This design comes from an exercise in tuning for small area on the open sky130 flow, not from production work.
Function was checked by simulation only, so behaviour that the tests miss may differ from the original.
No activity file was given, so power comes from the tool's default toggle rates.

--- flow/design.v ---
`timescale 1ns / 100ps
module fixed_point_divider #(
    IN_WIDTH = 12,
    OUT_WIDTH = 12  
) (
    input clk,
    input rst_n,
    input logic din_valid,
    input  logic signed [ IN_WIDTH-1:0] rs1,
    input  logic signed [ IN_WIDTH-1:0] rs2,
    output logic        [OUT_WIDTH-1:0] rd,
    output logic                        dout_valid
);
  localparam IN_SGNFC_WIDTH = IN_WIDTH - 1;
  localparam OUT_SGNFC_WIDTH = OUT_WIDTH - 1;
  localparam TOTAL_WIDTH = IN_SGNFC_WIDTH + OUT_SGNFC_WIDTH;
  logic [TOTAL_WIDTH - 1:0] dividend[TOTAL_WIDTH - 1:0];
  logic [TOTAL_WIDTH - 1:0] divisor[TOTAL_WIDTH - 1:0];
  logic [TOTAL_WIDTH-1:0] quotient[TOTAL_WIDTH - 1:0];
  logic [TOTAL_WIDTH-1:0] quotient_msk[TOTAL_WIDTH - 1:0];
  logic [TOTAL_WIDTH - 1:0] outsign;
  logic [TOTAL_WIDTH - 1:0] counter;
  genvar num;
  generate
    for (num = 0; num < TOTAL_WIDTH; num++) begin : gen_quotient_mask
      assign quotient_msk[num] = 1 << (TOTAL_WIDTH - 1 - num);
    end
  endgenerate
  always_ff @(posedge clk or negedge rst_n) begin
    if (!rst_n) begin
      dout_valid <= 1'b0;
      rd <= 'bx;
      counter <= 0;
      quotient[0] <= 0;
    end else begin
      quotient[0] <= 0;   
      begin : IO_assign
        dividend[0] <= (rs1[IN_WIDTH-1] ? -rs1[IN_WIDTH-2:0] : rs1[IN_WIDTH-2:0]) << OUT_SGNFC_WIDTH;
        divisor[0] <= (rs2[IN_WIDTH-1] ? -rs2[IN_WIDTH-2:0] : rs2[IN_WIDTH-2:0]) << OUT_SGNFC_WIDTH;
        outsign[0] <= (rs1[IN_WIDTH-1] != rs2[IN_WIDTH-1]) && |rs2;
        rd <= {outsign[TOTAL_WIDTH-1], quotient[TOTAL_WIDTH-1][TOTAL_WIDTH-1:OUT_SGNFC_WIDTH-1]};
      end
      begin : count_logic
        counter <= {counter[TOTAL_WIDTH-2:0], din_valid};
        dout_valid <= counter[TOTAL_WIDTH-1];
      end
      for (int n = 0; n < TOTAL_WIDTH - 1; n++) begin : pipelined_divide
        if (divisor[n] <= dividend[n]) begin
          dividend[n+1] <= dividend[n] - divisor[n];
          quotient[n+1] <= quotient[n] | quotient_msk[n];
        end else begin
          dividend[n+1] <= dividend[n];
          quotient[n+1] <= quotient[n];
        end
        divisor[n+1] <= divisor[n] >> 1;
        outsign[n+1] <= outsign[n];
      end
    end
  end
endmodule
--- flow/run.sh ---
#!/bin/bash
# synth_recipe.tcl (not shown) runs the flow's synth.tcl, then flattens the netlist and writes it again
# the make line also repeats each setting of config.mk as NAME=value (left out here)
make -C /OpenROAD-flow-scripts/flow DESIGN_CONFIG=/design/flow/config.mk WORK_HOME=/design/flow/orfs CLKGATE_MAP_FILE= SYNTH_SCRIPT=/design/flow/synth_recipe.tcl finish
--- flow/config.mk ---
export PLATFORM = sky130hd
export DESIGN_NAME = fixed_point_divider
export DESIGN_NICKNAME = fixed_point_divider
export VERILOG_FILES = /design/flow/design.v
export SDC_FILE = /design/flow/constraint.sdc
export NUM_CORES = 4
export LEC_CHECK = 0
export CAP_MARGIN = 20
export CORE_MARGIN = 2
export CORE_UTILIZATION = 40
export SLEW_MARGIN = 20
--- flow/constraint.sdc ---
create_clock -name core_clock -period 10.0 [get_ports {clk}]
set_input_delay 2.0000 -clock core_clock [delete_from_list [all_inputs] [get_ports {clk}]]
set_output_delay 2.0000 -clock core_clock [all_outputs]
set_load 0.01 [all_outputs]
==> out/results.ini <==
[status]
outcome=no timing/DRC/antenna violations

[detailed_routing]
drt_iter0_markers=956
first_pass_iters=5
final_antenna_net_count=0
dr_wl_met2_um=21630
num_vias=14300
routed_wirelength_um=44250
route.layer.met1.wl_um=19940
routedWlPerCell_um=15.52
drc=0
vias_per_cell=5.015
top_layer=met4
route.met3.wl_um=1585

[die]
core-area_sq_um=61600
die-height_um=253.6
initial_core_util=0.4045
pin_count=40
dieArea_sq_um=64300
die_x_um=253.6
rows=91

[layout]
areaGrowthSynthToFinish_pct=13.59
drive_gt1_frac=0.08242
multi_input_area_sq_um=8138
seq_area_sq_um=16040
fillers=5421
diodes=0
fin_nets=2136

[clock_tree]
post-cts-setup-buffers=0
cts_tree=done
hold_buffers=0
clkTransAtPathRegs_ps=60
cts_sinks=540
clock_tree.buffer_depth=3
clk_latency_ps=610
cts-htree-levels=2
cts_resized=0
root_buffer=clkbuf_16
cts_made_buffers=57

[synth]
syn_area_sq_um=24920
synth-edff-count=505
syn_area_per_cell_sq_um=13.24
synth_seq_cells=540
async_flop_share=0.06481
yosys_warnings=5
ys_top_cells_by_count=edfxtp_1, inv_1, a21oi_1
synth_fp_nets=2053
synth_most_common_cell=edfxtp_1
ys_top_cells_by_area=edfxtp_1, ha_1, dfrtp_1
synth_top_area_frac=0.6086
ys.flop_type=edfxtp_1
yosysSeqAreaShare=0.6438
synth_cells=1882
yosysTopAreaCell=edfxtp_1
synth_cell_type_count=69

[grt]
grt_pass1_vias=14110
antenna_found_initial=1
grt_overflow=0
grt_max_degree=198
grt_usage=0.1389
grt_pass1_wl_um=72110

[timing]
relSlewSlack=0.2689
tns_ps=0
max_freq_mhz=278.7
hold_viol=0
finalSetupViolations=0
post-route-period-util=0.3588
fin_crit_ps=3588
hold_slack_ps=346.8
tightest_slew_ps=1097
rsz0062_at_grt=false
setup_ws_ps=6412
fin_skew_ps=23.75
report.final.slew_viol_count=0

[power_and_ir_drop]
p_seq_frac=0.443
p_leak_nw=10.60
p_sw_w=0.002193
p_per_area_nw_per_um2=259.7
netSwitchingFraction=0.2984
power_w=0.007350
power_frac_clock=0.293
peakVddDrop_mv=0.1388
power_frac_comb=0.264
p_int_w=0.005157

[critical_path]
worstPathCellList=clkdlybuf4s50_1
path_buf_inv=1
worstSetupPathType=register to primary output
slowest_delay_ps=580
path_delay_family=buffers and inverters
startpoint_type=register
critPathSlowestCell=clkdlybuf4s50_1
required_ps=8000
cp.arrival_ps=1590
worstPathMaxFanout=1
endpoint_kind=primary output

[placed_design]
finalWeightedCongestion=0.8541
place_ws_ps=6124
io_buffers=39
hpwl_um=30530

[worst_hold_path]
hold_class=register to register

[job]
cap_viol_max_count=0

stage by stage:
step | instances | instance area, sq um | utilization
CTS | 2851 | 28300 | 0.4595
global route | 2851 | 28300 | 0.4595
finish | 2851 | 28300 | 0.4595
floorplan | 1882 | 24920 | -
detailed placement | 2743 | 26350 | 0.4277
global placement | 2743 | 26350 | 0.4277
final cells by class:
class | instances | area share
Clock buffer | 77 | 0.05663
Sequential cell | 540 | 0.5667
Clock inverter | 31 | 0.01247
Inverter | 171 | 0.02268
Timing Repair Buffer | 47 | 0.01698
Multi-Input combinational cell | 1148 | 0.2875
Tap cell | 837 | 0.03700
power groups by stage:
stage                     clock [W]  sequential [W]  combinational, W
after floorplan                   0         0.00319           0.00151
after global placement            0         0.00330           0.00189
after detailed placement          0         0.00331           0.00192
after CTS                   0.00222         0.00326           0.00194
after global routing        0.00231         0.00330           0.00218
final                       0.00215         0.00326           0.00194
cell families (layout without fill, tap and decap cells):
family                   Yosys count  count (layout)  synth area share
AO/OA/AOI/OAI                    389             389           0.09697
XOR/XNOR                         141             141           0.04956
adder cells (fa/ha/maj)          144             144           0.07563
buffers and inverters            194             326           0.02983
flip-flops                       540             540            0.6438
multiplexers                      44              44           0.01989
AND/OR/NAND/NOR                  430             430           0.08436
state kept, by name (all words and copies together), names as in the netlist:
name	cells
quotient	186
divisor	132
counter	22
dividend	187
rd	12
dout_valid	1
path summary, 6_finish.rpt:
check | from | end | slack [ps] | cells after the start
setup / recovery | rd[11] | rd[11] | 6410 | 1
hold / removal | counter[15] | counter[16] | 350 | 0
setup reg to reg | dividend[8][4] | dividend[9][17] | 6640 | 8
hold reg to reg | counter[15] | counter[16] | 350 | 0
max in group asynchronous | rst_n | rd[6] | 7070 | 2
min in group asynchronous | rst_n | counter[0] | 1390 | 1
metal layers:
metal	vias up	GRT usage
met5	-	0
met4	0	0.04396
met3	81	0.02151
met2	257	0.2403
met1	6838	0.1791
li1	7122	-
layout by cell type (no fill, tap or decap), types with 8 or more instances in the layout:
master             n
a211oi_1          10
a21o_1            23
a21oi_1          148
a31oi_1            9
and2_1             9
clkbuf_1          11
clkbuf_16         58
clkbuf_8           8
clkdlybuf4s50_1   38
clkinv_2          11
dfrtp_1           35
edfxtp_1         505
fa_1              11
ha_1             133
inv_1            170
mux2_2            32
mux2i_1            9
nand2_1           94
nand2b_1          27
nand3_1           26
nand4_1           17
nor2_1           145
nor2b_1           15
nor3_1            31
nor4_1            14
o211ai_1          15
o21a_1            22
o21ai_0           83
o31a_1             9
o31ai_1           25
or3_1             14
xnor2_1           79
xor2_1            62

[port drivers added, routing unchanged]
Ports are ideal in the flow. The routed layout listed here was re-timed in OpenROAD. Step 1 sets driving cells, clkbuf_16 on the clock port and buf_2 on the other inputs (assumed; they add their load-dependent delay and slew). Step 2 adds t to the input delays and takes it off the output delays; t is the mean of the earliest and latest rising clock arrival at the registers after step 1. Input paths then give back, and output paths get back, about the clock's delay inside the block. Three values: ideal ports, drivers, drivers and shift; two values: the first two.
shift t [ns]: 0.658
setup WS [ns]: 6.412 / 6.355 / 6.085
slew at the worst register clock pin (ns): 0.06 / 0.06
After both steps this run still meets setup and hold. The setup slack of this run moves by -0.057 ns with the drivers and by -0.327 ns with both steps.
